This design comes from an exercise in tuning for small area on the open sky130 flow, not from production work. The RTL was checked by simulation tests, not by an equivalence proof against the original design. Power is estimated from default activity; no workload was simulated.

==> flow/design.v <==
module LDST_SEQUENCER (
    input           clock,
    input           clock_enable,
    input           reset,
    output  [15:0]  instruction_bus_address,
    input   [12:0]  instruction_bus_data,
    output  [7:0]   io_bus_address,
    output  [7:0]   io_bus_data_out,
    input   [7:0]   io_bus_data_in,
    output          io_bus_out,
    output          io_bus_in
);
    wire    [11:0]  ins = instruction_bus_data[11:0];
    wire    [7:0]   d   = ins[7:0];
    wire    transfer    = ~ins[11] & ~ins[10];
    wire    load        = transfer & ~ins[8];
    wire    store       = transfer &  ins[8];
    wire    ld_bus      = load & ~ins[9];
    wire    subroutine  = ~ins[11] & ins[10];
    wire    call        = subroutine & ~ins[8];
    wire    ret         = subroutine &  ins[8];
    wire    internal    = ~|d[7:2];
    wire    sel_a       = internal & (d[1:0] == 2'd0);
    wire    sel_b       = internal & (d[1:0] == 2'd1);
    wire    sel_f       = internal & (d[1:0] == 2'd2);
    wire    sel_alu     = internal & (d[1:0] == 2'd3);
    wire    ex_store    = clock_enable & store;
    wire    ex_load     = clock_enable & load;
    reg     [7:0]   work;
    reg     [7:0]   reg_a;
    reg     [7:0]   reg_b;
    reg     [7:0]   alu_op;
    reg             flag_o, flag_c, flag_z;
    reg     [15:0]  pc;
    wire    [7:0]   op2     = alu_op[3] ? {8{alu_op[1]}} : (reg_b ^ {8{alu_op[1]}});
    wire            cin     = alu_op[1] ? ~(alu_op[0] & ~flag_c) : (alu_op[0] & flag_c);
    wire    [7:0]   g       = reg_a & op2;
    wire    [7:0]   p       = reg_a ^ op2;
    wire    [8:0]   c;
    assign  c[0] = cin;
    genvar  i;
    generate
        for (i = 0; i < 8; i = i + 2) begin : carry_chain
            wire    gg = g[i+1] | (p[i+1] & g[i]);
            wire    pp = p[i+1] & p[i];
            assign  c[i+1] = g[i] | (p[i] & c[i]);
            assign  c[i+2] = gg | (pp & c[i]);
        end
    endgenerate
    wire    [2:0]   fn      = alu_op[7:5];
    wire            sel_p   = (fn == 3'b001) | (fn == 3'b010) | (fn == 3'b100);
    wire            sel_g   = (fn == 3'b000) | (fn == 3'b001);
    wire            is_add  = (fn == 3'b100);
    wire            is_shl  = (fn == 3'b101);
    wire            is_shr  = fn[2] & fn[1];
    wire    [7:0]   logic_res = ({8{sel_p}} & p) ^ (({8{sel_g}} & g) | ({8{is_add}} & c[7:0]));
    wire    [7:0]   shl_res   = {reg_a[6:0], cin};
    wire    [7:0]   shr_res   = {cin | (alu_op[5] & reg_a[7]), reg_a[7:1]};
    wire    [7:0]   res_mux   = ({8{is_shl}} & shl_res)
                              | ({8{is_shr}} & shr_res)
                              | ({8{~(is_shl | is_shr)}} & logic_res);
    wire    [7:0]   alu_res   = res_mux ^ {8{alu_op[2]}};
    wire            c_out   = (is_add & c[8]) | (is_shl & reg_a[7]) | (is_shr & reg_a[0]) | (~alu_op[7] & flag_c);
    wire            o_out   = is_add ? (~(reg_a[7] ^ op2[7]) & (reg_a[7] ^ logic_res[7])) : flag_o;
    wire            z_out   = ~|alu_res;
    wire            ld_reg  = ex_load & ~ins[9];
    wire            w_imm   = ex_load & ins[9];
    wire            w_io    = ld_reg & ~internal;
    wire            w_a     = ld_reg & sel_a;
    wire            w_b     = ld_reg & sel_b;
    wire            w_f     = ld_reg & sel_f;
    wire            w_alu   = ld_reg & sel_alu;
    wire    [7:0]   work_next = ({8{w_imm}} & d)
                              | ({8{w_io}}  & io_bus_data_in)
                              | ({8{w_a}}   & reg_a)
                              | ({8{w_b}}   & reg_b)
                              | ({8{w_f}}   & {5'd0, flag_o, flag_c, flag_z})
                              | ({8{w_alu}} & alu_res)
                              | ({8{~ex_load}} & work);
    always @(posedge clock, posedge reset) begin
        if (reset)
            work <= 8'h00;
        else
            work <= work_next;
    end
    always @(posedge clock, posedge reset) begin
        if (reset) begin
            reg_a  <= 8'h00;
            reg_b  <= 8'h00;
            alu_op <= 8'h00;
        end else begin
            if (ex_store & sel_a)   reg_a  <= work;
            if (ex_store & sel_b)   reg_b  <= work;
            if (ex_store & sel_alu) alu_op <= work;
        end
    end
    always @(posedge clock, posedge reset) begin
        if (reset)
            {flag_o, flag_c, flag_z} <= 3'b000;
        else if (ex_store & sel_f)
            {flag_o, flag_c, flag_z} <= work[2:0];
        else if (w_alu)
            {flag_o, flag_c, flag_z} <= {o_out, c_out, z_out};
    end
    reg     [15:0]  st0, st1, st2, st3;
    reg     [3:0]   valid;
    wire            push    = clock_enable & call;
    wire            pop     = clock_enable & ret;
    wire    [15:0]  pc_inc  = pc + {15'd0, clock_enable};
    wire            hold    = ~push & ~pop;
    always @(posedge clock) begin
        st0 <= ({16{push}} & pc_inc) | ({16{pop}} & st1) | ({16{hold}} & st0);
        st1 <= ({16{push}} & st0)    | ({16{pop}} & st2) | ({16{hold}} & st1);
        st2 <= ({16{push}} & st1)    | ({16{pop}} & st3) | ({16{hold}} & st2);
        if (push)
            st3 <= st2;
    end
    always @(posedge clock, posedge reset) begin
        if (reset)
            valid <= 4'd0;
        else if (push)
            valid <= {valid[2:0], 1'b1};
        else if (pop)
            valid <= {1'b0, valid[3:1]};
    end
    wire    taken   = ins[11] & (~|ins[10:8] | |(ins[10:8] & {flag_o, flag_c, flag_z}));
    wire            sel_ret = clock_enable & ret & valid[0];
    wire            sel_jmp = clock_enable & (call | taken);
    wire            sel_inc = ~(clock_enable & (ret | call | taken));
    wire    [15:0]  pc_next = ({16{sel_ret}} & st0)
                            | ({16{sel_jmp}} & {work, d})
                            | ({16{sel_inc}} & pc_inc);
    always @(posedge clock, posedge reset) begin
        if (reset)
            pc <= 16'h0000;
        else
            pc <= pc_next;
    end
    assign  instruction_bus_address = pc;
    assign  io_bus_address          = d;
    assign  io_bus_data_out         = work;
    assign  io_bus_out              = store;
    assign  io_bus_in               = ld_bus;
endmodule
==> flow/flow/run.sh <==
#!/bin/bash
# Own layout flow: the standard ORFS flow, with an area-oriented synthesis
# (no full/half-adder extraction, an area-mapping ABC script), small port
# buffers and a clock tree without dummy loads. Each tool's output goes to a
# log of its own in this folder.
set -euo pipefail
W=$(pwd)
F=$W/flow

# Synthesis script: ORFS's synth.tcl with the ABC script swapped for ours.
sed -e "s|log_cmd abc {\*}\$abc_args|log_cmd abc -script $F/area.abc {*}[lrange \$abc_args 2 end]|" \
    "$FLOW_HOME/scripts/synth.tcl" > "$W/own_synth_body.tcl"
grep -q "area.abc" "$W/own_synth_body.tcl"
sed -e "s|\$::env(SCRIPTS_DIR)/synth.tcl|$W/own_synth_body.tcl|" synth_recipe.tcl > "$W/own_synth.tcl"
grep -q own_synth_body "$W/own_synth.tcl"

# standard.sh with our synthesis script and extra knobs.
# flow/knobs.txt: one extra make variable assignment per line.
EXTRA="ADDER_MAP_FILE="
while IFS= read -r line; do
  [[ -z "$line" || "$line" == \#* ]] && continue
  EXTRA="$EXTRA '$line'"
done < "$F/knobs.txt"
sed -e "s|SYNTH_SCRIPT=[^ ]*|SYNTH_SCRIPT=$W/own_synth.tcl $EXTRA|" standard.sh > "$W/own_standard.sh"
grep -q own_synth "$W/own_standard.sh"

bash "$W/own_standard.sh" finish > "$W/flow_make.log" 2>&1
==> flow/flow/area.abc <==
strash
&get -n
&dch -f
&nf -R 1000
&put
topo
stime -c
==> flow/flow/knobs.txt <==
BUFFER_PORTS_ARGS=-buffer_cell sky130_fd_sc_hd__buf_1
CTS_ARGS=-sink_clustering_enable -repair_clock_nets -dont_use_dummy_load -buf_list sky130_fd_sc_hd__clkbuf_4
==> flow/standard.sh <==
#!/bin/bash
# synth_recipe.tcl (not shown) runs the flow's synth.tcl, then flattens the netlist and writes it again
# the make line also repeats each setting of config.mk as NAME=value (left out here)
make -C /OpenROAD-flow-scripts/flow DESIGN_CONFIG=/design/flow/config.mk WORK_HOME=/design/flow/orfs CLKGATE_MAP_FILE= SYNTH_SCRIPT=/design/flow/synth_recipe.tcl "${@:-finish}"
==> flow/config.mk <==
export PLATFORM = sky130hd
export DESIGN_NAME = LDST_SEQUENCER
export DESIGN_NICKNAME = LDST_SEQUENCER
export VERILOG_FILES = /design/flow/design.v
export SDC_FILE = /design/flow/constraint.sdc
export NUM_CORES = 4
export LEC_CHECK = 0
export CAP_MARGIN = 0
export CORE_MARGIN = 2
export CORE_UTILIZATION = 55
export GPL_TIMING_DRIVEN = 0
export SETUP_SLACK_MARGIN = 0.05
export SLEW_MARGIN = 0
==> flow/constraint.sdc <==
create_clock -name core_clock -period 3.5 [get_ports {clock}]
set_input_delay 0.7000 -clock core_clock [delete_from_list [all_inputs] [get_ports {clock}]]
set_output_delay 0.7000 -clock core_clock [all_outputs]
set_load 0.01 [all_outputs]
==> results of run 1 <==
[what timing repair did]
item / CTS / global route
resized for setup: 7 / 8
setup endpoints to repair: 7 / 9
setup buffers: 2 / 4
pin swaps: 3 / 3
hold endpoints to repair: 0 / 0
cloned: 0 / 1
[metal layers]
metal  routed length (µm)  track usage [%]
met1                 6370             36.1
met2                 6960             44.2
met3                  746             7.46
met4                  249             11.5
met5                    0                0
[flip-flops by register name, indices dropped and copies added (netlist names)]
register	flops
pc	16
st0	16
st1	16
st2	16
st3	16
reg_a	8
reg_b	8
work	8
alu_op	7
valid	4
flag_c	1
flag_o	1
flag_z	1
[cell families after synthesis]
logic type / after synthesis / share of synthesized area [%]
buf+inv: 50 / 4.03
flops: 118 / 51.7
fa+ha+maj: 1 / 0.185
compound gates: 153 / 21.7
mux: 31 / 6.32
simple gates: 125 / 11.0
xor+xnor: 32 / 5.18
[Yosys cell counts]
cell / instances / area [µm²]
o22ai_1: 3 / 18.8
o32ai_1: 1 / 8.76
nor3b_1: 2 / 15.0
and4_1: 1 / 8.76
mux2i_1: 6 / 60.1
o31ai_1: 2 / 15.0
a32oi_1: 1 / 8.76
a22oi_1: 32 / 240
a222oi_1: 42 / 420
nand2_1: 41 / 154
nor2b_1: 1 / 6.26
nand3_1: 13 / 65.1
nor4_1: 3 / 18.8
a22o_1: 2 / 17.5
dfrtp_1: 54 / 1350
or3_1: 2 / 12.5
xnor2_1: 21 / 184
a21oi_1: 11 / 55.1
or2_0: 2 / 12.5
nand4_1: 1 / 6.26
and2_0: 5 / 31.3
or4_1: 1 / 7.51
a221oi_1: 10 / 87.6
a21o_1: 2 / 15.0
a211oi_1: 1 / 7.51
o211ai_1: 1 / 7.51
nand2b_1: 5 / 31.3
a31oi_1: 3 / 18.8
nand3b_1: 2 / 15.0
clkinv_1: 42 / 158
mux2_1: 25 / 282
o21ai_0: 34 / 170
maj3_1: 1 / 10.0
buf_4: 8 / 60.1
edfxtp_1: 16 / 480
and3_1: 5 / 31.3
and3b_1: 1 / 8.76
nor2_1: 25 / 93.8
xor2_1: 11 / 96.3
dfxtp_1: 48 / 961
a221o_1: 8 / 80.1
nor3_1: 15 / 75.1
[report_power, final]
part / total (mW) / internal (mW) / switching, mW
Clock: 0.635 / 0.221 / 0.414
Sequential: 1.84 / 1.62 / 0.221
Combinational: 0.499 / 0.230 / 0.269
[final cells by class]
type	count	area, µm²	share of cell area, %
well taps	133	166	2.72
inverters	42	164	2.68
plain buffers	8	60.1	0.983
flip-flops and latches	118	2790	45.7
repair buffers	65	305	5.00
multi-input cells	343	2490	40.8
clock buffers	17	128	2.09
[stage by stage]
step | area (µm²) | setup slack, ns | TNS [ns]
floorplan | 5420 | 0.0724 | 0
global placement | 5800 | -1.71 | -100.99
detailed placement | 5850 | -0.973 | -8.07
CTS | 6030 | 0.0768 | 0
global route | 6110 | 0.00312 | 0
finish | 6110 | 0.226 | 0
[worst max path at each step]
stage                             start     end  slack, ns  cells past startpoint
6_report                      alu_op[1]  flag_z       0.23                     15
2_1_floorplan  instruction_bus_data[11]   pc[0]       0.07                      5
4_1_cts                       alu_op[1]  flag_z       0.08                     15
5_1_grt                       alu_op[1]  flag_z      0.003                     15
3_3_place_gp               clock_enable  pc[15]      -1.71                      6
3_5_place_dp                  alu_op[1]  flag_z      -0.97                     15
==> metrics.md, run 1 <==
| Metric | Value |
|---|---|
| Worst clock skew | about 0.036 ns |
| Worst Max-Slew Pin Slew | between 1 and 1.5 ns |
| R2r endpoint | flag_z |
| Vias post-DR | approximately 4.5k |
| HPWL after DPL | 9.48 mm |
| Die area | ~0.011 mm² |
| Crit path largest cell delay | 0.47 ns |
| Row cnt | 36 |
| Reg2reg start | alu_op[1] |
| Number of global-route vias before repair | 4257 |
| Share of layout cells above drive strength 1 | 8.26% |
| CP Class | register to register |
| Final period util | 93.6% |
| Inst Count DP | 702 |
| Syn Inst Count | 510 |
| Leading cell type in the layout, fill and taps excluded | buf_1 |
| Post-Syn Area per Cell | 10.6 µm² |
| Max clock buf depth | 2 |
| Seq/Total Area, Yosys | approximately half |
| Highest Clock Rate | about 310 MHz |
| Synth cell types | 42 |
| Placer Congestion | a little over 0.9 |
| WL/cell | 19.7 µm |
| Vias per cell | 6.24 |
| Clock root buffer master | clkbuf_4 |
| Core box area | between 0.009 and 0.01 mm² |
| Post-Route Utilization | 63.4% |
| Pins Over Slew Limit | 0 |
| Max cap viols | 0 |
| Cell Chain, Critical Path | xnor2_4 > mux2i_2 > xor2_1 > o211ai_1 > o21ai_2 > o31ai_2 > buf_4 > a22oi_1 > xnor2_1 > a221oi_2 > xor2_1 > nand3_1 > nor4_4 > a21oi_1 > o21ai_0 |
| Most frequent cells in the layout | buf_1 (56), dfrtp_1 (53), dfxtp_1 (48), a222oi_1 (42), nand2_1 (41) |
| Critical path arrival | 3.70 ns |
| Crit path time final | 3.27 ns |
| Antenna Nets Post-Route | 0 |
| Final Power | slightly below 3 mW |
| Reg clk slew, reported paths | 0.09 ns |
| Num CTS Buffers | 17 |
| Reg2Reg Setup Slack | approximately 0.23 ns |
| Inserted Diodes | 0 |
| Number of port buffers | 56 |
| Total global routing overflow | 0 |
| CP max FO | 5 |
| CP required | 3.93 ns |
| Final setup fails | 0 |
| Pwr Density | 486 mW/mm² |
| Hold Buf Count CTS | 0 |
| DRT Pass-1 Iters | 5 |
| Flops & latches, synth | 118 |
| Routed wire length | about 14 mm |
| Kind of cell adding the most delay to the critical path | compound AO/OA/AOI/OAI gates |
| Drt drc | 0 |
| Fin Hold WS | between 0.1 and 0.15 ns |
| Non-filler cells, final | between 700 and 800 |
| Starting density of the core | 56.1% |
| Critical-path top delay cell | dfrtp_2 |
| RSZ-0062 raised after global routing | yes |
| CTS tree | done |
| Syn. warnings | 1 |
| Hold crit path type | input port to async pin |
| Tot GR Track Use | 27.8% |
| H-tree depth | 4 |
| Status | finished clean |
| R2R cell count | 15 |
| Die X | 103 µm |
| Layout net count | 619 |
| Area growth from synthesis to layout | 13.0% |
| Clk Latency, worst-skew pair | 0.52 ns |
| Hold Fails Final Rpt | 0 |
| Critical Path Most Common Cell | xor2_1 |
| Relative slew slack | 26.5% |
| Crit path buffers/inverters | 1 |
| VDD IR max | 450 µV |
| CTS Sinks | approximately 120 |
| CP Capture Type | register |
| Syn Nets | 534 |
| Setup crit start kind | register |
| First-pass GRT wire length | 22.0 mm |
| # fillers | about 870 |
| Die H | 103 µm |
| Drt initial violations | 377 |
| Pin count of the biggest net entering global routing | 53 |
| Leakage | 2.38 nW |
| Top-Level Pins | 58 |
| Initial antenna violation count | 0 |
| Post-Syn Area | 0.00541 mm² |
==> inputs of run 2 (changes only) <==
--- a/flow/config.mk
+++ b/flow/config.mk
@@ -7,7 +7,7 @@
 export LEC_CHECK = 0
 export CAP_MARGIN = 0
 export CORE_MARGIN = 2
-export CORE_UTILIZATION = 55
+export CORE_UTILIZATION = 70
 export GPL_TIMING_DRIVEN = 0
 export SETUP_SLACK_MARGIN = 0.05
 export SLEW_MARGIN = 0
==> run 2 against run 1 <==
Net effect: still clean; worst hold slack improved by 0.048 ns; worst setup slack got worse by 0.092 ns; global-route usage increased by 7.1 points; synthesized area unchanged; non-clock buffer count down 1; die area decreased by 21%; critical endpoint unchanged; largest cell class unchanged.
==> metrics.md, run 2 <==
| Metric | Value |
|---|---|
| Layout net count | 617 |
| Count leader, synth | dfrtp_1 |
| Initial antenna violation count | 0 |
| VDD IR max | 411 µV |
| Post-Synth XOR/XNOR Area | 5.18% |
| Die area | 0.00844 mm² |
| Routed wire length | 14.3 mm |
| CP Capture Type | register |
| Relative slew slack | approximately a fifth |
| EDFF count, synth | 16 |
| Final setup fails | 0 |
| Total global routing overflow | 0 |
| H-tree depth | 4 |
| Drt drc | 0 |
| Vias post-DR | 4780 |
| CTS Sinks | roughly 120 |
| Leakage | 2.39 nW |
| Area growth from synthesis to layout | 12.6% |
| Drt initial violations | 613 |
| Share of layout cells above drive strength 1 | 8.63% |
| Post-Syn Area | roughly 0.0054 mm² |
| Reg2reg start | alu_op[1] |
| CP Class | register to register |
| R2R cell count | 15 |
| Die H | 91.9 µm |
| Starting density of the core | slightly above 70% |
| WL/cell | 20.6 µm |
| Synth top area share | between 20% and 30% |
| Mux share of post-synthesis cell area | between 6 and 7% |
| Worst clock skew | between 0.04 and 0.05 ns |
| Number of port buffers | 56 |
| First-pass GRT wire length | ~23 mm |
| Hold crit path type | input port to async pin |
| Max clock buf depth | 2 |
| CTS tree | done |
| Main combinational cell family by area after synthesis | compound AO/OA/AOI/OAI gates |
| Seq/Total Area, Yosys | 51.7% |
| Ys async rst share | approximately 46% |
| Post-synth top cells | dfrtp_1 (54), dfxtp_1 (48), a222oi_1 (42), clkinv_1 (42), nand2_1 (41) |
| Synth cell types | 42 |
| DRT Pass-1 Iters | 6 |
| Adder-cell share of the synthesized area | 0.185% |
| Critical path arrival | 3.76 ns |
| CP max FO | 5 |
| Clk Latency, worst-skew pair | 0.50 ns |
| Hold Fails Final Rpt | 0 |
| Pin count of the biggest net entering global routing | 53 |
| Pins Over Slew Limit | 0 |
| Clock root buffer master | clkbuf_4 |
| Num CTS Buffers | 17 |
| Die X | 91.9 µm |
| Synth Area in Simple Gates | 11.0% |
| Leading cell type in the layout, fill and taps excluded | buf_1 |
| Core box area | 0.00761 mm² |
| Tot GR Track Use | 34.9% |
| Cell Area, Placed | 0.00582 mm² |
| Antenna Nets Post-Route | 0 |
| Vias per cell | 6.90 |
| Inserted Diodes | 0 |
| Pwr Density | a little under 500 mW/mm² |
| Post-synth top area cell | dfrtp_1 |
| Syn. warnings | 1 |
| RSZ-0062 raised after global routing | no |
| Dominant synthesized flop cell | dfrtp_1 |
| Post-synthesis compound-gate area fraction | a little over a fifth |
| Post-Syn Area per Cell | 10.6 µm² |
| Row cnt | 32 |
| R2r endpoint | flag_z |
| Final period util | slightly below 100% |
| Setup crit start kind | register |
| Placer Congestion | approximately 0.95 |
| Status | finished clean |
| Reg clk slew, reported paths | ~0.11 ns |
| Reg2Reg Setup Slack | 0.13 ns |
| Syn Inst Count | 510 |
| Hold Buf Count CTS | 0 |
| Number of global-route vias before repair | 4450 |
| Highest Clock Rate | between 200 and 300 MHz |
| Cell area after layout | 0.00609 mm² |
| Most frequent cells in the layout | buf_1 (56), dfrtp_1 (53), dfxtp_1 (48), a222oi_1 (42), nand2_1 (41) |
| Crit path time final | between 3 and 4 ns |
| CP required | between 3 and 4 ns |
| Top cells by area, synth | dfrtp_1 (25%), dfxtp_1 (18%), edfxtp_1 (8.9%) |
| HPWL after DPL | about 9.5 mm |
| Top-Level Pins | 58 |
| # fillers | 500 |
| Flops & latches, synth | 118 |
| Syn Nets | 534 |
| Worst Max-Slew Pin Slew | approximately 1.2 ns |
| Max cap viols | 0 |
| Fin Hold WS | 0.158 ns |
==> run 2: worst max-delay path, stage by stage, from the launching register on <==
cell      delay (ns)
dfrtp_2         0.45
xnor2_4         0.27
mux2i_2         0.12
xor2_1          0.18
o211ai_1        0.23
o21ai_2         0.13
o31ai_4         0.29
a31oi_2         0.16
o21ai_1         0.19
a21oi_1         0.10
xnor2_1         0.20
a221oi_2        0.28
xnor2_2         0.14
nor4_4          0.34
a21oi_1         0.07
o21ai_1         0.14
==> run 2: cell type report <==
cell class / count / area [µm²] / area share, %
plain buffers: 8 / 60.1 / 0.986
clock buffers: 17 / 128 / 2.10
inverters: 42 / 164 / 2.69
multi-input cells: 342 / 2510 / 41.2
flip-flops and latches: 118 / 2790 / 45.9
well taps: 102 / 128 / 2.10
repair buffers: 64 / 305 / 5.01
==> run 2: cell families after synthesis <==
group	after synthesis
AOI/OAI and AO/OA	153
xor gates and xnor gates	32
adders and majority gates	1
buffers and inverters	50
DFF	118
muxes	31
and+or+nand+nor	125
==> run 2: stage by stage <==
step           power, mW  cells  TNS, ns  setup WS (ns)  util (%)
2_1_floorplan       2.14    510        0         0.0724         -
3_3_place_gp        2.30    668   -97.06          -1.61      75.7
3_5_place_dp        2.35    672    -4.46         -0.984      76.5
4_1_cts             2.97    692        0         0.0575      79.1
5_1_grt             3.13    693        0       0.000717      80.0
6_report            2.97    693        0          0.134      80.0
==> run 2: what timing repair did <==
item                                    in CTS  in global routing
pin swaps                                    3                  6
endpoints found under the setup margin       8                  2
resized for setup                            8                 13
gates cloned                                 0                  0
setup buffers                                3                  1
==> run 2: where the power goes <==
| part | switching, mW | internal (mW) | leakage (nW) |
|---|---|---|---|
| clock network | 0.403 | 0.222 | 0.0782 |
| registers | 0.222 | 1.62 | 1.26 |
| logic | 0.276 | 0.231 | 1.05 |
==> run 2: metal layers <==
layer / global-route usage (%) / vias up / wire (µm)
met5: 0 / - / 0
li1: - / 2127 / -
met1: 47.3 / 2356 / 5840
met3: 7.97 / 28 / 1270
met2: 57.1 / 269 / 6930
met4: 9.95 / 0 / 251
==> run 2: how the worst max path moves through the flow <==
stage,from,end,slack [ns],cells past startpoint
after floorplan,instruction_bus_data[11],pc[0],0.07,5
after global placement,clock_enable,pc[9],-1.61,6
after detailed placement,alu_op[1],flag_z,-0.98,15
after CTS,alu_op[3],flag_z,0.06,15
after global routing,alu_op[1],flag_z,0.0007,15
final,alu_op[1],flag_z,0.13,15
==> inputs of run 3 (changes only) <==
==> flow/flow/area.abc (replaced) <==
strash
&get -n
&dc2
&dch -f
&nf -R 1000 -p
&put
topo
--- a/flow/config.mk
+++ b/flow/config.mk
@@ -7,7 +7,7 @@
 export LEC_CHECK = 0
 export CAP_MARGIN = 0
 export CORE_MARGIN = 2
-export CORE_UTILIZATION = 70
+export CORE_UTILIZATION = 55
 export GPL_TIMING_DRIVEN = 0
 export SETUP_SLACK_MARGIN = 0.05
 export SLEW_MARGIN = 0
==> run 3 against run 2 <==
Net effect: clock power is essentially flat; sequential share of layout area grew 0.42 points; sequential cell count is the same; core utilization shrank 15 points; register-to-register slack gained 0.10 ns; synthesized cell count shrank 1.2%; first-iteration DRC count shrank 14%; total power grew 2.5%; count of clock-buffer cells in the layout is the same; worst hold slack lost 0.083 ns; final cell count grew 3.3%; combinational power grew 8.7%; critical endpoint is now work[7].
==> metrics.md, run 3 <==
| Metric | Value |
|---|---|
| Status | finished clean |
| Most frequent cells in the layout | buf_1 (56), dfrtp_1 (52), dfxtp_1 (48), a222oi_1 (46), clkinv_1 (36) |
| Worst setup margin | 0.238 ns |
| Internal | 2.12 mW |
| Setup crit start kind | register |
| Hold Fails Final Rpt | 0 |
| Syn. warnings | 1 |
| CP Capture Type | register |
| Number of port buffers | 56 |
| CP max FO | 4 |
| CTS tree | done |
| Vias post-DR | 4617 |
| Reg2reg start | alu_op[1] |
| Vias per cell | roughly 6.4 |
| Area of the multi-input gates | 0.00243 mm² |
| Layout net count | 613 |
| Max clock buf depth | 2 |
| Post-synth top area cell | dfrtp_1 |
| Seq/Total Area, Yosys | 52.2% |
| Final period util | 93.2% |
| Die area | 0.0105 mm² |
| Die X | 103 µm |
| Tot GR Track Use | ~28% |
| Top cells by area, synth | dfrtp_1 (25%), dfxtp_1 (18%), edfxtp_1 (9.0%) |
| Crit path time final | 3.26 ns |
| Ys async rst share | 45.8% |
| RSZ-0062 raised after global routing | no |
| Antenna Nets Post-Route | 0 |
| CP required | 3.94 ns |
| # fillers | between 700 and 800 |
| Fin Hold WS | ~0.076 ns |
| Drt initial violations | around 530 |
| Syn Nets | 528 |
| Leakage | ~2.4 nW |
| Switching power | 0.928 mW |
| Critical-path top delay cell | dfrtp_2 |
| Pins Over Slew Limit | 0 |
| Worst Setup SP | alu_op[1] |
| Kind of cell adding the most delay to the critical path | compound AO/OA/AOI/OAI gates |
| Number of global-route vias before repair | 4317 |
| Register share of total power | about three fifths |
| Post-Syn Area | roughly 0.0053 mm² |
| Flops & latches, synth | around 120 |
| Drt drc | 0 |
| DRT Pass-1 Iters | 8 |
| Critical path arrival | roughly 3.7 ns |
| Final setup fails | 0 |
| Initial antenna violation count | 0 |
| Row cnt | 35 |
| Crit path buffers/inverters | 0 |
| VDD IR max | 373 µV |
| Setup total negative slack | 0 ns |
| Syn Inst Count | 504 |
| Pre-CTS WS | -0.463 ns |
| Power share of the clock group | 20.4% |
| Core box area | 0.00933 mm² |
| CTS Sinks | about 120 |
| WL/cell | roughly 20 µm |
| Relative slew slack | 23.6% |
| First-pass GRT wire length | 21.9 mm |
| CP Class | register to register |
| Reg clk slew, reported paths | 0.11 ns |
| Max cap viols | 0 |
| Die H | 103 µm |
| Leading cell type in the layout, fill and taps excluded | buf_1 |
| H-tree depth | 4 |
| Area growth from synthesis to layout | 12.9% |
| Highest Clock Rate | 307 MHz |
| Clock root buffer master | clkbuf_4 |
| Dominant synthesized flop cell | dfrtp_1 |
| Cell Chain, Critical Path | xor2_4 > a21oi_4 > maj3_2 > o21ai_2 > a21o_1 > a21oi_2 > o21bai_1 > nor2_1 > nor3_1 > nor2_2 > a221oi_1 > a31oi_1 > a221oi_2 > xnor2_1 > nand2_1 > nand3_1 |
| Post-Syn Area per Cell | 10.6 µm² |
| EDFF count, synth | 16 |
| Starting density of the core | 57.3% |
| Sw frac | between 30% and 40% |
| Synth top area share | around 25% |
| Worst Max-Slew Pin Slew | between 1 and 1.5 ns |
| Crit path largest cell delay | 0.49 ns |
| Total global routing overflow | 0 |
| Synth cell types | 41 |
| Placer Congestion | ~0.90 |
| Num CTS Buffers | 17 |
| Share of layout cells above drive strength 1 | 9.03% |
| Inserted Diodes | 0 |
| HPWL after DPL | ~9.5 mm |
| Clk Latency, worst-skew pair | roughly 0.52 ns |
| Pwr Density | slightly above 500 mW/mm² |
| Inst Count DP | 691 |
| Hold Buf Count CTS | 0 |
| Count leader, synth | dfrtp_1 |
| Pin count of the biggest net entering global routing | 51 |
| Comb power frac | between 10% and 20% |
| Hold crit path type | input port to async pin |
| Non-filler cells, final | 716 |
| Post-synth top cells | dfrtp_1 (54), dfxtp_1 (48), a222oi_1 (46), clkinv_1 (37), nor2_1 (37) |
| Routed wire length | 14.0 mm |
| Worst clock skew | between 0.03 and 0.04 ns |
| Register area | 0.00280 mm² |
| Top-Level Pins | 58 |
| Post-Route Utilization | between 60% and 70% |
run 3: cell count changes after synthesis, sizes merged, moves of 5 or more:
cell    previous run  this run
clkinv            42        37
a21o               2         8
a21oi             11        17
mux2i              6         1
nand2             41        25
xnor2             21         9
nor2              25        37
nor2b              1         7
and2               5        10
run 3: worst paths after layout:
| kind | end | slack (ns) | cells past startpoint |
|---|---|---|---|
| max reg2reg | work[7] | 0.24 | 16 |
| max | work[7] | 0.24 | 16 |
| min | pc[7] | 0.08 | 2 |
| max in group asynchronous | alu_op[1] | 2.84 | 3 |
| min in group core_clock | st3[14] | 0.46 | 0 |
| min reg2reg | st3[14] | 0.46 | 0 |
run 3: worst register-to-register path: stages (launching register included):
cell	delay, ns
dfrtp_2	0.49
xor2_4	0.27
a21oi_4	0.09
maj3_2	0.34
o21ai_2	0.16
a21o_1	0.18
a21oi_2	0.09
o21bai_1	0.21
nor2_1	0.08
nor3_1	0.18
nor2_2	0.09
a221oi_1	0.30
a31oi_1	0.12
a221oi_2	0.26
xnor2_1	0.17
nand2_1	0.10
nand3_1	0.10
run 3: area by class of cell:
cell class,instances,area share [%]
multi-input combinational,341,40.2
tap,129,2.67
buffer,8,0.995
inverter,37,2.32
timing repair buffer,66,5.39
sequential,118,46.3
clock buffer,17,2.11
run 3: per-stage QoR:
| step | power (mW) | cell area (µm²) |
|---|---|---|
| finish | 3.05 | 6040 |
| global route | 3.22 | 6040 |
| CTS | 3.06 | 5950 |
| detailed placement | 2.44 | 5770 |
| global placement | 2.41 | 5720 |
| floorplan | 2.22 | 5350 |
run 3: routing by layer:
metal	track usage [%]	routed length, µm	up-vias
met5	0	0	-
met4	11.2	266	0
met3	6.31	1030	24
met2	45.2	6850	184
met1	35.4	5860	2281
li1	-	-	2128
run 3: kinds of logic after synthesis:
| group | synth area share, % |
|---|---|
| AO/OA/AOI/OAI | 23.7 |
| XOR/XNOR | 3.60 |
| adder cells (fa/ha/maj) | 0.187 |
| buffers and inverters | 3.72 |
| flip-flops | 52.2 |
| multiplexers | 5.03 |
| AND/OR/NAND/NOR | 11.5 |
run 3: power by group through the flow:
stage          logic, mW  clock network, mW  registers, mW
2_1_floorplan      0.357                  0           1.87
3_5_place_dp       0.549                  0           1.90
5_1_grt            0.619              0.696           1.91
4_1_cts            0.554              0.642           1.87
6_report           0.551              0.623           1.87
3_3_place_gp       0.527                  0           1.88
run 3: timing repair:
item                                   4_1_cts  5_1_grt
setup buffers                                4        4
setup endpoints to repair                    6        5
resized for setup                            3       17
endpoints found under the hold margin        0        0
pin swaps                                    1       11
gates cloned                                 0        0
==> inputs of run 4 (changes only) <==
==> flow/flow/knobs.txt (replaced) <==
BUFFER_PORTS_ARGS=-buffer_cell sky130_fd_sc_hd__buf_1
CTS_ARGS=-sink_clustering_enable -repair_clock_nets -dont_use_dummy_load -buf_list sky130_fd_sc_hd__clkbuf_4
RECOVER_POWER=100
--- a/flow/config.mk
+++ b/flow/config.mk
@@ -5,9 +5,9 @@
 export SDC_FILE = /design/flow/constraint.sdc
 export NUM_CORES = 4
 export LEC_CHECK = 0
-export CAP_MARGIN = 0
+export CAP_MARGIN = 10
 export CORE_MARGIN = 2
 export CORE_UTILIZATION = 55
 export GPL_TIMING_DRIVEN = 0
 export SETUP_SLACK_MARGIN = 0.05
-export SLEW_MARGIN = 0
+export SLEW_MARGIN = 10
==> run 4 against run 3 <==
Net effect: now fails the layout checks on max-capacitance violations, max-slew violations; sequential share of layout area barely moved; clock skew shrank 0.0024 ns; critical path type unchanged; register-to-register slack better by 0.03 ns; largest cell class unchanged.
==> metrics.md, run 4 <==
| Metric | Value |
|---|---|
| Number of global-route vias before repair | roughly 4.2k |
| First-pass GRT wire length | 21.8 mm |
| Setup total negative slack | 0 ns |
| CTS tree | done |
| Post-synth top cells | dfrtp_1 (54), dfxtp_1 (48), a222oi_1 (46), clkinv_1 (37), nor2_1 (37) |
| Most frequent cells in the layout | dfrtp_1 (53), buf_1 (48), dfxtp_1 (48), a222oi_1 (46), nor2_1 (36) |
| Area growth from synthesis to layout | 12.7% |
| Seq/Total Area, Yosys | 52.2% |
| Antenna Nets Post-Route | 0 |
| Hold Fails Final Rpt | 0 |
| Final setup fails | 0 |
| VDD IR max | slightly below 300 µV |
| Synth cell types | 41 |
| Reg clk slew, reported paths | 0.11 ns |
| EDFF count, synth | 16 |
| Pwr Density | slightly above 500 mW/mm² |
| Total global routing overflow | 0 |
| Number of port buffers | 56 |
| Clk Latency, worst-skew pair | 0.50 ns |
| Syn Nets | between 500 and 600 |
| Leading cell type in the layout, fill and taps excluded | dfrtp_1 |
| Synth top area share | 25.3% |
| Max clock buf depth | 2 |
| Vias post-DR | around 4.6k |
| Die area | 0.0105 mm² |
| Ys async rst share | around 46% |
| Count leader, synth | dfrtp_1 |
| Syn. warnings | 1 |
| RSZ-0062 raised after global routing | no |
| CP required | 3.94 ns |
| GRT met3 Usage | 7.73% |
| Busiest grt layer | met2 |
| Final period util | 92.4% |
| Placer Congestion | between 0.9 and 1 |
| CP Class | register to register |
| Core box area | just over 0.009 mm² |
| WL/cell | 19.4 µm |
| Worst clock skew | 0.0335 ns |
| Crit path largest cell delay | 0.48 ns |
| Status | failed layout checks |
| Die X | 103 µm |
| Top cells by area, synth | dfrtp_1 (25%), dfxtp_1 (18%), edfxtp_1 (9.0%) |
| Syn Inst Count | 504 |
| Layout Check Fails | max-capacitance violations, max-slew violations |
| Cell Chain, Critical Path | xor2_4 > buf_4 > a21oi_1 > nand2_1 > a21o_1 > a21oi_2 > o21bai_1 > nor2_1 > nor3_2 > nor2_1 > a221oi_2 > a31oi_1 > a221oi_2 > xnor2_1 > nand2_1 > nand3_1 |
| Setup crit start kind | register |
| Clock root buffer master | clkbuf_4 |
| Flops & latches, synth | 118 |
| Starting density of the core | 57.3% |
| Pin count of the biggest net entering global routing | 50 |
| Num CTS Buffers | 17 |
| Row cnt | 35 |
| Top-Level Pins | 58 |
| Met2 Resource Use GR | 44.3% |
| Inserted Diodes | 0 |
| Die H | 103 µm |
| Routed wire length | 13.9 mm |
| DRT Pass-1 Iters | 7 |
| Highest Clock Rate | about 300 MHz |
| H-tree depth | 4 |
| Post-synth top area cell | dfrtp_1 |
| Layout net count | 613 |
| Max cap viols | 2 |
| HPWL after DPL | 9.43 mm |
| CTS Sinks | 118 |
| Post-Syn Area | 0.00535 mm² |
| Critical path arrival | 3.67 ns |
| Post-Syn Area per Cell | 10.6 µm² |
| Leakage | 2.40 nW |
| Relative slew slack | -13.6% |
| Worst Max-Slew Pin Slew | 1.70 ns |
| Crit path time final | 3.23 ns |
| Hold crit path type | input port to async pin |
| Tot GR Track Use | 27.4% |
| Grt met1 use | 35.3% |
| CP Capture Type | register |
| Critical-path top delay cell | dfrtp_2 |
| CP max FO | 6 |
| Dominant synthesized flop cell | dfrtp_1 |
| Hold Buf Count CTS | 0 |
| Vias per cell | 6.44 |
| Final Power | between 3 and 4 mW |
| Drt initial violations | 498 |
| Drt drc | 0 |
| Pins Over Slew Limit | 93 |
| Initial antenna violation count | 0 |
| Share of layout cells above drive strength 1 | about 8.3% |
## run 4: critical path: cells and delay by family (launching register included)
| kind | cells | cell delay [ns] |
|---|---|---|
| flops | 1 | 0.48 |
| xor+xnor | 2 | 0.47 |
| compound gates | 7 | 1.26 |
| simple gates | 6 | 0.82 |
| buf+inv | 1 | 0.18 |
## run 4: cell families after synthesis
| logic type | share of synthesized area, % |
|---|---|
| AO/OA/AOI/OAI | 23.7 |
| XOR/XNOR | 3.60 |
| multiplexers | 5.03 |
| flip-flops | 52.2 |
| buffers and inverters | 3.72 |
| AND/OR/NAND/NOR | 11.5 |
| adder cells (fa/ha/maj) | 0.187 |
## run 4: path summary, 6_finish.rpt
check / from / end / slack (ns) / depth (start not counted)
min in group core_clock: st3[7] / st2[7] / 0.46 / 2
max in group asynchronous: reset / alu_op[1] / 2.56 / 3
max: alu_op[1] / work[7] / 0.27 / 16
min: reset / pc[5] / 0.23 / 2
min reg2reg: st3[7] / st2[7] / 0.46 / 2
max reg2reg: alu_op[1] / work[7] / 0.27 / 16
## run 4: through the flow
step | utilization, % | hold slack (ns) | setup WS, ns | area (µm²) | instances
finish | 64.7 | 0.234 | 0.266 | 6030 | 716
CTS | 64.0 | 0.0595 | 0.105 | 5970 | 712
global route | 64.7 | 0.245 | 0.0395 | 6030 | 716
global placement | 61.3 | 0.440 | -1.20 | 5720 | 689
detailed placement | 62.1 | 0.444 | -0.459 | 5790 | 692
floorplan | - | 0.430 | 0.198 | 5350 | 504
## run 4: area by class of cell
class	instances	area (µm²)
fill	793	3300
tap	129	161
inverter	37	140
multi-input combinational	341	2430
clock buffer	17	128
sequential	118	2790
timing repair buffer	66	315
buffer	8	60.1
## run 4: report_power, final
part	switching, mW	internal, mW
clock network	0.405	0.221
registers	0.238	1.64
logic	0.290	0.262
## run 4: per-layer routing
layer	share of wire (%)	vias up
li1	-	2128
met1	41	2270
met2	50	189
met3	7.3	22
met4	1.5	0
met5	0	-
## run 4: what timing repair did
item / 4_1_cts / 5_1_grt
pin swaps: 1 / 12
setup endpoints to repair: 6 / 5
buffers inserted: 3 / 4
resized for setup: 4 / 14
==> inputs of run 5 (changes only) <==
==> flow/flow/area.abc (replaced) <==
strash
&get -n
&dc2
&dch -f
&nf -R 1000
&put
topo
==> flow/flow/knobs.txt (replaced) <==
BUFFER_PORTS_ARGS=-buffer_cell sky130_fd_sc_hd__buf_1
CTS_ARGS=-sink_clustering_enable -repair_clock_nets -dont_use_dummy_load -buf_list sky130_fd_sc_hd__clkbuf_4
--- a/flow/config.mk
+++ b/flow/config.mk
@@ -9,5 +9,5 @@
 export CORE_MARGIN = 2
 export CORE_UTILIZATION = 55
 export GPL_TIMING_DRIVEN = 0
-export SETUP_SLACK_MARGIN = 0.05
+export SETUP_SLACK_MARGIN = 0
 export SLEW_MARGIN = 10
==> run 5 against run 4 <==
Net effect: now clean on timing, DRC and antenna; combinational power is 1% higher; clock skew is 0.0039 ns higher; wire length is 2.7% lower; largest cell class unchanged; highest routed layer unchanged.
==> metrics.md, run 5 <==
| Metric | Value |
|---|---|
| Antenna Nets Post-Route | 0 |
| CP max FO | 4 |
| Worst Max-Slew Pin Slew | 1.15 ns |
| Syn Inst Count | 507 |
| VDD IR max | 303 µV |
| Post-synth top area cell | dfrtp_1 |
| Fin Hold WS | 0.137 ns |
| Crit path largest cell delay | between 0.4 and 0.5 ns |
| Clock root buffer master | clkbuf_4 |
| Core box area | 0.00959 mm² |
| Crit path buffers/inverters | 0 |
| Die H | about 100 µm |
| Vias per cell | 6.23 |
| Synth top area share | between 20% and 30% |
| Critical path arrival | 3.67 ns |
| Final Power | 3.06 mW |
| Cell area after layout | 0.00600 mm² |
| Max clock buf depth | 2 |
| Die area | around 0.011 mm² |
| Inserted Diodes | 0 |
| Drt drc | 0 |
| Setup crit start kind | register |
| H-tree depth | 4 |
| Syn. warnings | 1 |
| WL/cell | 18.8 µm |
| Flops & latches, synth | 118 |
| Syn Nets | 531 |
| Worst setup margin | 0.206 ns |
| Hold Fails Final Rpt | 0 |
| Kind of cell adding the most delay to the critical path | compound AO/OA/AOI/OAI gates |
| Die X | 103 µm |
| Highest Clock Rate | 304 MHz |
| Leakage | between 2 and 2.5 nW |
| CTS Sinks | 118 |
| R2R cell count | 15 |
| First-pass GRT wire length | 21.2 mm |
| Pins Over Slew Limit | 0 |
| Max cap viols | 0 |
| Routed wire length | 13.5 mm |
| Ys async rst share | 45.8% |
| R2r endpoint | work[6] |
| Vias post-DR | 4477 |
| Non-filler cells, final | 719 |
| Num CTS Buffers | 17 |
| Area growth from synthesis to layout | 12.1% |
| CP Capture Type | register |
| Reg2reg start | alu_op[1] |
| Post-Syn Area per Cell | approximately 11 µm² |
| Starting density of the core | a little under three fifths |
| Placer Congestion | 0.967 |
| Drt initial violations | approximately 560 |
| Post-Syn Area | around 0.0054 mm² |
| Reg clk slew, reported paths | around 0.10 ns |
| HPWL after DPL | 9.32 mm |
| Reg2Reg Setup Slack | 0.21 ns |
| Worst clock skew | about 0.037 ns |
| Initial antenna violation count | 0 |
| Total global routing overflow | 0 |
| Number of port buffers | 56 |
| CTS tree | done |
| Final setup fails | 0 |
| DRT Pass-1 Iters | 10 |
| CP Class | register to register |
| Post-Route Utilization | between 60% and 70% |
| Inst Count DP | 699 |
| Hold crit path type | input port to async pin |
| Cell Chain, Critical Path | mux2_1 > maj3_1 > o21ai_2 > a21o_1 > a21oi_2 > o21bai_1 > nor2_1 > nor2_1 > nor2_1 > a21oi_1 > xnor2_1 > a221oi_2 > xor2_1 > o31ai_1 > a221o_1 |
| Top-Level Pins | 58 |
| Dominant synthesized flop cell | dfrtp_1 |
| Pwr Density | 510 mW/mm² |
| Count leader, synth | dfrtp_1 |
| Layout net count | 612 |
| Leading cell type in the layout, fill and taps excluded | buf_1 |
| CP required | 3.88 ns |
| Final period util | 94.1% |
| Critical Path Most Common Cell | nor2_1 |
| Hold Buf Count CTS | 0 |
| Number of global-route vias before repair | ~4.2k |
| Cell Area, Placed | 0.00579 mm² |
| Tot GR Track Use | 26.6% |
| Synth cell types | 42 |
| Setup total negative slack | 0 ns |
| Seq/Total Area, Yosys | 52.2% |
| Pre-CTS WS | -0.584 ns |
| Crit path time final | 3.29 ns |
| Status | finished clean |
| EDFF count, synth | 16 |
| Critical-path top delay cell | dfrtp_2 |
| Clk Latency, worst-skew pair | between 0.5 and 0.6 ns |
| Post-synth top cells | dfrtp_1 (54), dfxtp_1 (48), a222oi_1 (46), clkinv_1 (41), nor2_1 (41) |
| Relative slew slack | 22.6% |
| Pin count of the biggest net entering global routing | 49 |
| Top cells by area, synth | dfrtp_1 (25%), dfxtp_1 (18%), edfxtp_1 (9.0%) |
| Share of layout cells above drive strength 1 | 7.68% |
| Most frequent cells in the layout | buf_1 (56), dfrtp_1 (52), dfxtp_1 (48), a222oi_1 (46), nor2_1 (41) |
| Row cnt | 36 |
[run 5: changes by cell type after synthesis]
cell	change
clkinv_1	+4
xnor2_1	+4
or2_0	-1
nor2b_1	-5
o22a_1	+1
xor2_1	-4
nand2b_1	+1
a21oi_1	-1
nor2_1	+4
[run 5: worst reg2reg max path, stage by stage (launching register included)]
cell	delay, ns
dfrtp_2	0.47
mux2_1	0.36
maj3_1	0.43
o21ai_2	0.17
a21o_1	0.18
a21oi_2	0.09
o21bai_1	0.18
nor2_1	0.08
nor2_1	0.09
nor2_1	0.06
a21oi_1	0.17
xnor2_1	0.11
a221oi_2	0.20
xor2_1	0.22
o31ai_1	0.10
a221o_1	0.27
[run 5: timing repair]
action / 4_1_cts / 5_1_grt
buffers inserted: 3 / 0
endpoints found under the setup margin: 8 / 5
pin swaps: 1 / 0
gates resized for setup: 3 / 9
[run 5: layer usage]
| metal | global-route usage [%] | vias up | routed length, µm |
|---|---|---|---|
| met4 | 9.85 | 0 | 195 |
| li1 | - | 2132 | - |
| met5 | 0 | - | 0 |
| met1 | 34.8 | 2175 | 5870 |
| met3 | 6.31 | 18 | 802 |
| met2 | 43.2 | 152 | 6660 |
[run 5: power breakdown]
part / total (mW) / leakage, nW / switching (mW) / internal, mW
combinational: 0.560 / 1.03 / 0.295 / 0.265
clock: 0.628 / 0.0782 / 0.406 / 0.222
sequential: 1.87 / 1.25 / 0.232 / 1.64
[run 5: worst max-delay path by stage]
stage                 start       to  slack [ns]  depth (start not counted)
3_5_place_dp      alu_op[1]   flag_z       -0.58                         15
4_1_cts           alu_op[1]   flag_z        0.01                         14
3_3_place_gp   clock_enable   pc[15]       -1.20                          5
6_report          alu_op[1]  work[6]        0.21                         15
2_1_floorplan     alu_op[1]   flag_z        0.20                         15
5_1_grt           alu_op[1]  work[6]       -0.01                         15
[run 5: layout make-up]
class                           count  area (µm²)
Sequential cell                   118        2800
Tap cell                          133         166
Multi-Input combinational cell    340        2400
Inverter                           41         156
Fill cell                         817        3590
Buffer                              8        60.1
Timing Repair Buffer               62         293
Clock buffer                       17         128
[run 5: kinds of logic after synthesis]
kind of cell / Yosys count / share of synthesized area, %
XOR/XNOR: 22 / 3.60
flip-flops: 118 / 52.2
adder cells (fa/ha/maj): 1 / 0.187
AO/OA/AOI/OAI: 167 / 23.8
AND/OR/NAND/NOR: 126 / 11.2
buffers and inverters: 49 / 4.00
multiplexers: 24 / 5.03
==> inputs of run 6 (changes only) <==
--- a/flow/config.mk
+++ b/flow/config.mk
@@ -7,7 +7,7 @@
 export LEC_CHECK = 0
 export CAP_MARGIN = 10
 export CORE_MARGIN = 2
-export CORE_UTILIZATION = 55
+export CORE_UTILIZATION = 65
 export GPL_TIMING_DRIVEN = 0
-export SETUP_SLACK_MARGIN = 0
+export SETUP_SLACK_MARGIN = 0.05
 export SLEW_MARGIN = 10
==> run 6 against run 5 <==
Net effect: still clean on timing, DRC and antenna; core utilization increased by 12 points; sequential cell count unchanged; global-route usage increased by 4.4 points; via count increased by 4.4%; synthesized area unchanged; worst hold slack got worse by 0.069 ns; register-to-register slack about the same; sequential power about the same; critical path type unchanged; largest cell class unchanged.
==> metrics.md, run 6 <==
| Metric | Value |
|---|---|
| Status | finished clean |
| CP Capture Type | register |
| Reg2reg start | alu_op[1] |
| VDD IR max | ~360 µV |
| CP required | between 3 and 4 ns |
| Critical Path Most Common Cell | nor2_1 |
| CP Class | register to register |
| Max clock buf depth | 2 |
| Dominant synthesized flop cell | dfrtp_1 |
| Drt initial violations | 487 |
| Worst clock skew | 0.0411 ns |
| Hold crit path type | input port to async pin |
| Vias per cell | 6.73 |
| Worst Setup SP | alu_op[1] |
| Post-synth top area cell | dfrtp_1 |
| CTS Sinks | 118 |
| Setup crit start kind | register |
| Flops & latches, synth | 118 |
| Post-Syn Area | 0.00535 mm² |
| H-tree depth | 4 |
| Seq/Total Area, Yosys | 52.2% |
| Inserted Diodes | 0 |
| Starting density of the core | 66.1% |
| Pwr Density | 511 mW/mm² |
| Routed wire length | 13.6 mm |
| Die area | 0.00897 mm² |
| Relative slew slack | 34.4% |
| Cell Chain, Critical Path | xor2_4 > a21oi_4 > maj3_2 > o21ai_2 > a21o_1 > a21oi_2 > o21bai_2 > nor2_2 > nor2_1 > nor2_1 > a21oi_1 > xnor2_1 > a221oi_2 > xor2_1 > o31ai_1 > a221o_1 |
| Max cap viols | 0 |
| Hold Fails Final Rpt | 0 |
| Number of global-route vias before repair | 4337 |
| Pre-CTS WS | -0.440 ns |
| Drt drc | 0 |
| Ys async rst share | 45.8% |
| Syn Inst Count | 507 |
| Clk Latency, worst-skew pair | 0.52 ns |
| Top-Level Pins | 58 |
| Clock root buffer master | clkbuf_4 |
| Total global routing overflow | 0 |
| R2R cell count | 16 |
| # fillers | 616 |
| Num CTS Buffers | 17 |
| DRT Pass-1 Iters | 9 |
| Share of layout cells above drive strength 1 | 9.15% |
| Area of the multi-input gates | roughly 0.0024 mm² |
| Die H | around 95 µm |
| Layout net count | about 620 |
| Fin Hold WS | around 0.07 ns |
| Final period util | between 90% and 100% |
| Count leader, synth | dfrtp_1 |
| Highest Clock Rate | 303 MHz |
| Crit path time final | 3.30 ns |
| Synth cell types | 42 |
| Leading cell type in the layout, fill and taps excluded | buf_1 |
| Cell Area, Placed | 0.00576 mm² |
| Area growth from synthesis to layout | 12.4% |
| Pin count of the biggest net entering global routing | 49 |
| First-pass GRT wire length | roughly 21 mm |
| WP depth | 16 |
| Number of port buffers | 56 |
| Antenna Nets Post-Route | 0 |
| Vias post-DR | 4675 |
| Syn. warnings | 1 |
| Syn Nets | 531 |
| Post-synth top cells | dfrtp_1 (54), dfxtp_1 (48), a222oi_1 (46), clkinv_1 (41), nor2_1 (41) |
| Register area | 0.00279 mm² |
| Core box area | 0.00809 mm² |
| CP max FO | 6 |
| Kind of cell adding the most delay to the critical path | compound AO/OA/AOI/OAI gates |
| Row cnt | 33 |
| HPWL after DPL | 9.22 mm |
| EDFF count, synth | 16 |
| Critical path arrival | between 3 and 4 ns |
| Final setup fails | 0 |
| Worst Max-Slew Pin Slew | just under 1 ns |
| Most frequent cells in the layout | buf_1 (56), dfrtp_1 (53), dfxtp_1 (48), a222oi_1 (46) |
| Initial antenna violation count | 0 |
| Pins Over Slew Limit | 0 |
| Hold Buf Count CTS | 0 |
| WL/cell | 19.5 µm |
| Post-Syn Area per Cell | 10.6 µm² |
| CTS tree | done |
| Tot GR Track Use | 31.0% |
| Worst setup margin | between 0.2 and 0.25 ns |
| Leakage | 2.38 nW |
| Cell area after layout | about 0.0060 mm² |
| Top cells by area, synth | dfrtp_1 (25%), dfxtp_1 (18%), edfxtp_1 (9.0%) |
| Synth top area share | 25.3% |
| Reg clk slew, reported paths | 0.12 ns |
| Critical-path top delay cell | dfrtp_2 |
| Crit path largest cell delay | 0.48 ns |
| Placer Congestion | between 0.8 and 0.9 |
| Crit path buffers/inverters | 0 |
| Die X | ~95 µm |
run 6: cell counts after synthesis:
Identical to the previous run, type by type.
run 6: layout make-up:
cell class              instances  share of cell area [%]
clock buffers                  17                    2.12
flip-flops and latches        118                    46.5
repair buffers                 66                    5.37
inverters                      41                    2.60
multi-input cells             340                    40.3
well taps                     105                    2.18
plain buffers                   8                   0.999
run 6: layer usage:
layer	wire, µm	global-route usage (%)
met1	5360	38.8
met3	1030	6.70
met2	6730	51.4
met4	453	14.5
met5	0	0
run 6: metrics by stage:
step | total power [mW] | utilization (%) | TNS [ns] | std cells
after floorplan | 2.23 | - | 0 | 507
after global placement | 2.41 | 70.3 | -32.41 | 668
after detailed placement | 2.46 | 71.1 | -1.67 | 671
after CTS | 3.08 | 73.2 | 0 | 690
after global routing | 3.24 | 74.3 | -0.0376 | 695
final | 3.07 | 74.3 | 0 | 695
run 6: worst paths after layout:
kind | end | slack (ns)
worst max-delay path | work[6] | 0.20
worst min-delay path | pc[4] | 0.07
worst max register to register | work[6] | 0.20
worst min register to register | st3[3] | 0.44
max in group asynchronous | reg_b[6] | 2.88
min in group core_clock | st3[3] | 0.44
run 6: worst register-to-register path, cell delays in order, from the launching register on:
cell and delay, ns:
dfrtp_2 0.48, xor2_4 0.30, a21oi_4 0.11, maj3_2 0.34, o21ai_2 0.18, a21o_1 0.20, a21oi_2 0.09, o21bai_2 0.17
nor2_2 0.07, nor2_1 0.08, nor2_1 0.04, a21oi_1 0.17, xnor2_1 0.10, a221oi_2 0.23, xor2_1 0.22, o31ai_1 0.10
a221o_1 0.27
run 6: kinds of logic after synthesis:
group	count (synthesis)	synth area share (%)
AO/OA/AOI/OAI	167	23.8
AND/OR/NAND/NOR	126	11.2
flip-flops	118	52.2
buffers and inverters	49	4.00
multiplexers	24	5.03
XOR/XNOR	22	3.60
adder cells (fa/ha/maj)	1	0.187
run 6: what timing repair did:
action                                  CTS  global route
pin swaps                                 1             7
endpoints found under the setup margin    6             5
setup buffers                             2             5
gates resized for setup                   5            12
cloned                                    0             0
hold endpoints to repair                  0             0
run 6: where the power goes:
part | switching, mW | internal, mW
Sequential | 0.234 | 1.64
Clock | 0.412 | 0.221
Combinational | 0.300 | 0.266
Total | 0.946 | 2.13
==> inputs of run 7 (changes only) <==
--- a/flow/config.mk
+++ b/flow/config.mk
@@ -7,7 +7,7 @@
 export LEC_CHECK = 0
 export CAP_MARGIN = 10
 export CORE_MARGIN = 2
-export CORE_UTILIZATION = 65
+export CORE_UTILIZATION = 45
 export GPL_TIMING_DRIVEN = 0
 export SETUP_SLACK_MARGIN = 0.05
 export SLEW_MARGIN = 10
==> run 7 against run 6 <==
Net effect: clock power barely moved; sequential power barely moved; die area up 42%; via count is 1.3% lower; wire length is 7.3% higher; total power rose by 0.20%; sequential cell count unchanged; maximum frequency grew 1.9%; largest power group unchanged.
==> metrics.md, run 7 <==
| Metric | Value |
|---|---|
| Highest Clock Rate | around 310 MHz |
| GRT met3 Usage | 6.43% |
| Syn Nets | between 500 and 600 |
| Antenna Nets Post-Route | 0 |
| Final period util | 92.5% |
| CP required | just under 4 ns |
| Power share of the clock group | between 20% and 30% |
| Row cnt | 39 |
| Internal | 2.13 mW |
| Pin count of the biggest net entering global routing | 49 |
| EDFF count, synth | 16 |
| Worst Max-Slew Pin Slew | 1.11 ns |
| First-pass GRT wire length | between 20 and 25 mm |
| Leading cell type in the layout, fill and taps excluded | buf_1 |
| Status | finished clean |
| CTS Sinks | roughly 120 |
| Register share of total power | about three fifths |
| VDD IR max | 188 µV |
| Most frequent cells in the layout | buf_1 (56), dfrtp_1 (52), dfxtp_1 (48), a222oi_1 (46), nor2_1 (41) |
| Number of global-route vias before repair | 4421 |
| Die H | 113 µm |
| Hold Buf Count CTS | 0 |
| Worst clock skew | 0.0412 ns |
| Met2 Resource Use GR | a little under two fifths |
| Reg2Reg Setup Slack | about 0.26 ns |
| Reg clk slew, reported paths | about 0.11 ns |
| Number of port buffers | 56 |
| RSZ-0062 raised after global routing | yes |
| Pins Over Slew Limit | 0 |
| Cell area after layout | 0.00608 mm² |
| Drt initial violations | roughly 600 |
| Die area | 0.0128 mm² |
| Setup crit start kind | register |
| Die X | roughly 110 µm |
| WL/cell | 19.8 µm |
| Final setup fails | 0 |
| Syn. warnings | 1 |
| Sw frac | 30.9% |
| Relative slew slack | 25.6% |
| CTS tree | done |
| Crit path time final | 3.24 ns |
| Hold Fails Final Rpt | 0 |
| Core box area | 0.0115 mm² |
| Ys async rst share | 45.8% |
| Post-Route Utilization | between 50% and 60% |
| Vias per cell | roughly 6.3 |
| Area growth from synthesis to layout | 13.6% |
| Hold crit path type | input port to async pin |
| Critical path arrival | 3.62 ns |
| Post-synth top area cell | dfrtp_1 |
| Initial antenna violation count | 1 |
| Inst Count DP | 709 |
| Post-Syn Area | 0.00535 mm² |
| Max clock buf depth | 2 |
| Clock root buffer master | clkbuf_4 |
| Seq/Total Area, Yosys | between 50% and 60% |
| Top cells by area, synth | dfrtp_1 (25%), dfxtp_1 (18%), edfxtp_1 (9.0%) |
| Drt drc | 0 |
| # fillers | between 1k and 1.5k |
| Placer Congestion | 0.877 |
| CP max FO | 5 |
| R2R cell count | 14 |
| Flops & latches, synth | 118 |
| Synth cell types | 42 |
| Dominant synthesized flop cell | dfrtp_1 |
| Reg2reg start | alu_op[1] |
| Count leader, synth | dfrtp_1 |
| Layout net count | 616 |
| Setup total negative slack | 0 ns |
| DRT Pass-1 Iters | 19 |
| R2r endpoint | work[5] |
| Starting density of the core | 46.5% |
| Non-filler cells, final | between 700 and 800 |
| Cell Area, Placed | a little under 0.006 mm² |
| CP Capture Type | register |
| Max cap viols | 0 |
| Busiest grt layer | met2 |
| Post-Syn Area per Cell | 10.6 µm² |
| Clk Latency, worst-skew pair | 0.53 ns |
| Share of layout cells above drive strength 1 | 9.32% |
| Switching power | 0.951 mW |
| Syn Inst Count | 507 |
| Vias post-DR | 4612 |
| Num CTS Buffers | 17 |
| CP Class | register to register |
| HPWL after DPL | 9.73 mm |
| Pwr Density | 506 mW/mm² |
| Synth top area share | 25.3% |
| Routed wire length | 14.6 mm |
| Post-synth top cells | dfrtp_1 (54), dfxtp_1 (48), a222oi_1 (46), clkinv_1 (41), nor2_1 (41) |
| Top-Level Pins | 58 |
| Tot GR Track Use | 23.8% |
| Leakage | 2.40 nW |
| Grt met1 use | between 30% and 40% |
| Comb power frac | 18.3% |
| Total global routing overflow | 0 |
| H-tree depth | 4 |
run 7: cell counts after synthesis:
Identical to the previous run, type by type.
run 7: worst max-delay path by stage:
stage	from	to	slack (ns)	cells after the start
2_1_floorplan	alu_op[1]	flag_z	0.20	15
4_1_cts	alu_op[1]	work[7]	0.07	15
5_1_grt	alu_op[1]	work[5]	0.05	14
3_3_place_gp	clock_enable	pc[15]	-1.41	5
6_report	alu_op[1]	work[5]	0.26	14
3_5_place_dp	alu_op[1]	flag_z	-0.57	15
run 7: logic make-up after synthesis:
logic type | synth area share, %
AOI/OAI and AO/OA | 23.8
xor gates and xnor gates | 3.60
adders and majority gates | 0.187
buffers and inverters | 4.00
DFF | 52.2
muxes | 5.03
and+or+nand+nor | 11.2
run 7: layout make-up:
class / instances / area (µm²) / share of cell area [%]
antenna: 1 / 2.50 / 0.0412
buffer: 8 / 60.1 / 0.988
clock buffer: 17 / 128 / 2.10
inverter: 41 / 156 / 2.57
multi-input combinational: 340 / 2420 / 39.8
sequential: 118 / 2800 / 46.0
tap: 143 / 179 / 2.94
timing repair buffer: 66 / 338 / 5.56
run 7: what timing repair did:
item                       4_1_cts  5_1_grt
gates resized for setup          4       15
buffers inserted                 5        2
pin swaps                        1        6
setup endpoints to repair        8        5
run 7: layer usage:
metal | routed length [µm] | vias to the layer above
li1 | - | 2145
met1 | 6340 | 2281
met2 | 6960 | 165
met3 | 1030 | 21
met4 | 230 | 0
met5 | 0 | -
run 7: metrics by stage:
step                      hold slack [ns]  setup WS, ns  total power [mW]
final                              0.0691         0.263              3.08
after global routing               0.0313        0.0471              3.26
after CTS                          0.0284        0.0750              3.10
after detailed placement            0.444        -0.574              2.47
after global placement              0.443         -1.41              2.43
after floorplan                     0.430         0.198              2.23
run 7: power groups by stage:
stage	combinational, mW	sequential [mW]	clock, mW
detailed placement	0.565	1.90	0
finish	0.564	1.88	0.633
CTS	0.568	1.87	0.655
global placement	0.540	1.89	0
floorplan	0.367	1.87	0
global route	0.637	1.92	0.711
run 7: worst max-delay path, stage by stage, from the launching register on:
cell and delay [ns]:
dfrtp_2 0.48, buf_4 0.18, nor2_1 0.13, a21oi_2 0.07, maj3_2 0.34, o21ai_2 0.15, a21o_1 0.18, a21oi_2 0.08
o21bai_1 0.17, nor2_1 0.08, a211o_1 0.28, a222oi_1 0.38, xor2_1 0.25, o31ai_1 0.09, a221o_1 0.26
==> inputs of run 8 (changes only) <==
--- a/flow/config.mk
+++ b/flow/config.mk
@@ -7,7 +7,7 @@
 export LEC_CHECK = 0
 export CAP_MARGIN = 10
 export CORE_MARGIN = 2
-export CORE_UTILIZATION = 45
+export CORE_UTILIZATION = 55
 export GPL_TIMING_DRIVEN = 0
 export SETUP_SLACK_MARGIN = 0.05
 export SLEW_MARGIN = 10
==> run 8 against run 7 <==
Net effect: worst hold slack better by 0.072 ns; sequential share of layout area is 0.58 points higher; combinational power decreased by 0.7%; clock power down 1%; non-clock buffer count decreased by 4; total power shrank 0.63%; die area down 18%; critical path type unchanged; highest routed layer unchanged.
==> metrics.md, run 8 <==
| Metric | Value |
|---|---|
| Pins Over Slew Limit | 0 |
| Leading cell type in the layout, fill and taps excluded | buf_1 |
| Sw frac | between 30% and 40% |
| Max clock buf depth | 2 |
| Row cnt | 36 |
| Worst setup margin | 0.221 ns |
| DRT Pass-1 Iters | 7 |
| Clock root buffer master | clkbuf_4 |
| Syn Inst Count | between 500 and 600 |
| Comb power frac | 18.3% |
| Setup crit start kind | register |
| Initial antenna violation count | 0 |
| Routed wire length | 13.5 mm |
| Synth top area share | 25.3% |
| Number of global-route vias before repair | 4177 |
| Pin count of the biggest net entering global routing | 49 |
| H-tree depth | 4 |
| Number of port buffers | 56 |
| Core box area | 0.00959 mm² |
| Starting density of the core | 55.8% |
| Relative slew slack | 25.1% |
| HPWL after DPL | between 9 and 10 mm |
| Die H | 103 µm |
| Inst Count DP | 699 |
| Top-Level Pins | 58 |
| Post-synth top area cell | dfrtp_1 |
| Count leader, synth | dfrtp_1 |
| Reg2Reg Setup Slack | ~0.22 ns |
| Antenna Nets Post-Route | 0 |
| Final period util | a little over nine tenths |
| Seq/Total Area, Yosys | 52.2% |
| Power share of the clock group | between 20% and 30% |
| Pre-CTS WS | -0.584 ns |
| Die X | 103 µm |
| Leakage | between 2 and 2.5 nW |
| Status | finished clean |
| Fin Hold WS | 0.141 ns |
| CP required | 3.87 ns |
| Final Power | 3.06 mW |
| Post-Syn Area | ~0.0054 mm² |
| Clk Latency, worst-skew pair | 0.51 ns |
| Worst clock skew | 0.0389 ns |
| Hold crit path type | input port to async pin |
| Highest Clock Rate | 305 MHz |
| Inserted Diodes | 0 |
| Drt initial violations | 464 |
| Share of layout cells above drive strength 1 | between 8 and 9% |
| Cell Area, Placed | a little under 0.006 mm² |
| CTS Sinks | ~120 |
| VDD IR max | a little over 300 µV |
| Syn. warnings | 1 |
| Hold Buf Count CTS | 0 |
| CP max FO | 7 |
| Final setup fails | 0 |
| Crit path time final | 3.28 ns |
| Placer Congestion | 0.967 |
| First-pass GRT wire length | 21.2 mm |
| CTS tree | done |
| Max cap viols | 0 |
| Post-Syn Area per Cell | 10.6 µm² |
| Worst Max-Slew Pin Slew | 1.11 ns |
| Num CTS Buffers | 17 |
| EDFF count, synth | 16 |
| Drt drc | 0 |
| Vias per cell | 6.24 |
| Total global routing overflow | 0 |
| Die area | 0.0105 mm² |
| Dominant synthesized flop cell | dfrtp_1 |
| Cell area after layout | 0.00600 mm² |
| Reg clk slew, reported paths | 0.10 ns |
| Synth cell types | 42 |
| Most frequent cells in the layout | buf_1 (56), dfrtp_1 (52), dfxtp_1 (48), a222oi_1 (46), nor2_1 (41) |
| Hold Fails Final Rpt | 0 |
| Switching power | 0.933 mW |
| Area growth from synthesis to layout | 12.2% |
| Post-synth top cells | dfrtp_1 (54), dfxtp_1 (48), a222oi_1 (46), clkinv_1 (41), nor2_1 (41) |
| CP Capture Type | register |
| Ys async rst share | 45.8% |
| Layout net count | slightly above 600 |
| Tot GR Track Use | a little over a quarter |
| Syn Nets | 531 |
| Flops & latches, synth | ~120 |
| CP Class | register to register |
| Vias post-DR | 4489 |
| Top cells by area, synth | dfrtp_1 (25%), dfxtp_1 (18%), edfxtp_1 (9.0%) |
| WL/cell | 18.8 µm |
| Non-filler cells, final | ~720 |
| Register share of total power | 61.2% |
| Critical path arrival | 3.65 ns |
| Pwr Density | 509 mW/mm² |
| RSZ-0062 raised after global routing | no |
| Internal | 2.13 mW |
run 8: cell count changes in the layout (fill, tap and decap cells not counted), sizes merged:
| cell | previous run | this run |
|---|---|---|
| buf | 74 | 70 |
| diode | 1 | 0 |
run 8: cell families (layout without fill, tap and decap cells):
family	Yosys count	after routing	share of synthesized area, %
adder cells (fa/ha/maj)	1	1	0.187
AND/OR/NAND/NOR	126	126	11.2
flip-flops	118	118	52.2
buffers and inverters	49	128	4.00
multiplexers	24	24	5.03
AO/OA/AOI/OAI	167	167	23.8
XOR/XNOR	22	22	3.60
run 8: worst paths after layout:
| check | endpoint | cells past startpoint | startpoint |
|---|---|---|---|
| worst min-delay path | pc[2] | 2 | reset |
| worst max register to register | work[6] | 17 | alu_op[1] |
| worst min register to register | st2[7] | 2 | st3[7] |
| worst max-delay path | work[6] | 17 | alu_op[1] |
| min in group core_clock | st2[7] | 2 | st3[7] |
| max in group asynchronous | alu_op[3] | 3 | reset |
run 8: worst max-delay path, stage by stage, from the launching register on:
cell and delay (ns):
dfrtp_2 0.47, xor2_4 0.18, buf_4 0.18, a21oi_1 0.18
and2_4 0.18, o21ai_2 0.07, a21o_1 0.19, a21oi_2 0.20
o21bai_1 0.12, nor2_1 0.14, nor2_1 0.06, nor2_1 0.13
a21oi_1 0.08, xnor2_1 0.18, a221oi_2 0.20, xor2_1 0.22
o31ai_1 0.10, a221o_1 0.27
run 8: what timing repair did:
item | in CTS | in global routing
pin swaps | 1 | 3
cloned | 0 | 0
resized for setup | 4 | 12
buffers inserted | 3 | 0
endpoints found under the setup margin | 8 | 5
run 8: through the flow:
step / TNS [ns] / utilization [%]
2_1_floorplan: 0 / -
3_3_place_gp: -41.38 / 59.7
3_5_place_dp: -2.78 / 60.4
4_1_cts: 0 / 62.1
5_1_grt: 0 / 62.6
6_report: 0 / 62.6
run 8: final cells by class:
class,instances,area [µm²]
clock buffer,17,128
multi-input combinational,340,2400
buffer,8,60.1
tap,133,166
inverter,41,156
fill,821,3590
timing repair buffer,62,293
sequential,118,2800
run 8: metal layers:
metal	routed length [µm]	vias up	track usage, %	share of wire [%]
li1	-	2138	-	-
met1	5980	2172	34.8	44
met2	6620	160	43.2	49
met3	721	19	6.31	5.3
met4	197	0	9.85	1.5
met5	0	-	0	0
run 8: power by group through the flow:
stage	logic [mW]	registers [mW]	clock network, mW
2_1_floorplan	0.367	1.87	0
3_3_place_gp	0.537	1.88	0
3_5_place_dp	0.562	1.89	0
4_1_cts	0.565	1.86	0.650
5_1_grt	0.637	1.90	0.708
6_report	0.560	1.87	0.626

Re-timed with assumed drivers on the ports (clkbuf_16 on the clock, buf_2 on other inputs), run 8 has 0.221 ns of setup slack against 0.221 ns with ideal ports, and 0.123 ns once port delays also move by the mid clock arrival of 0.522 ns.
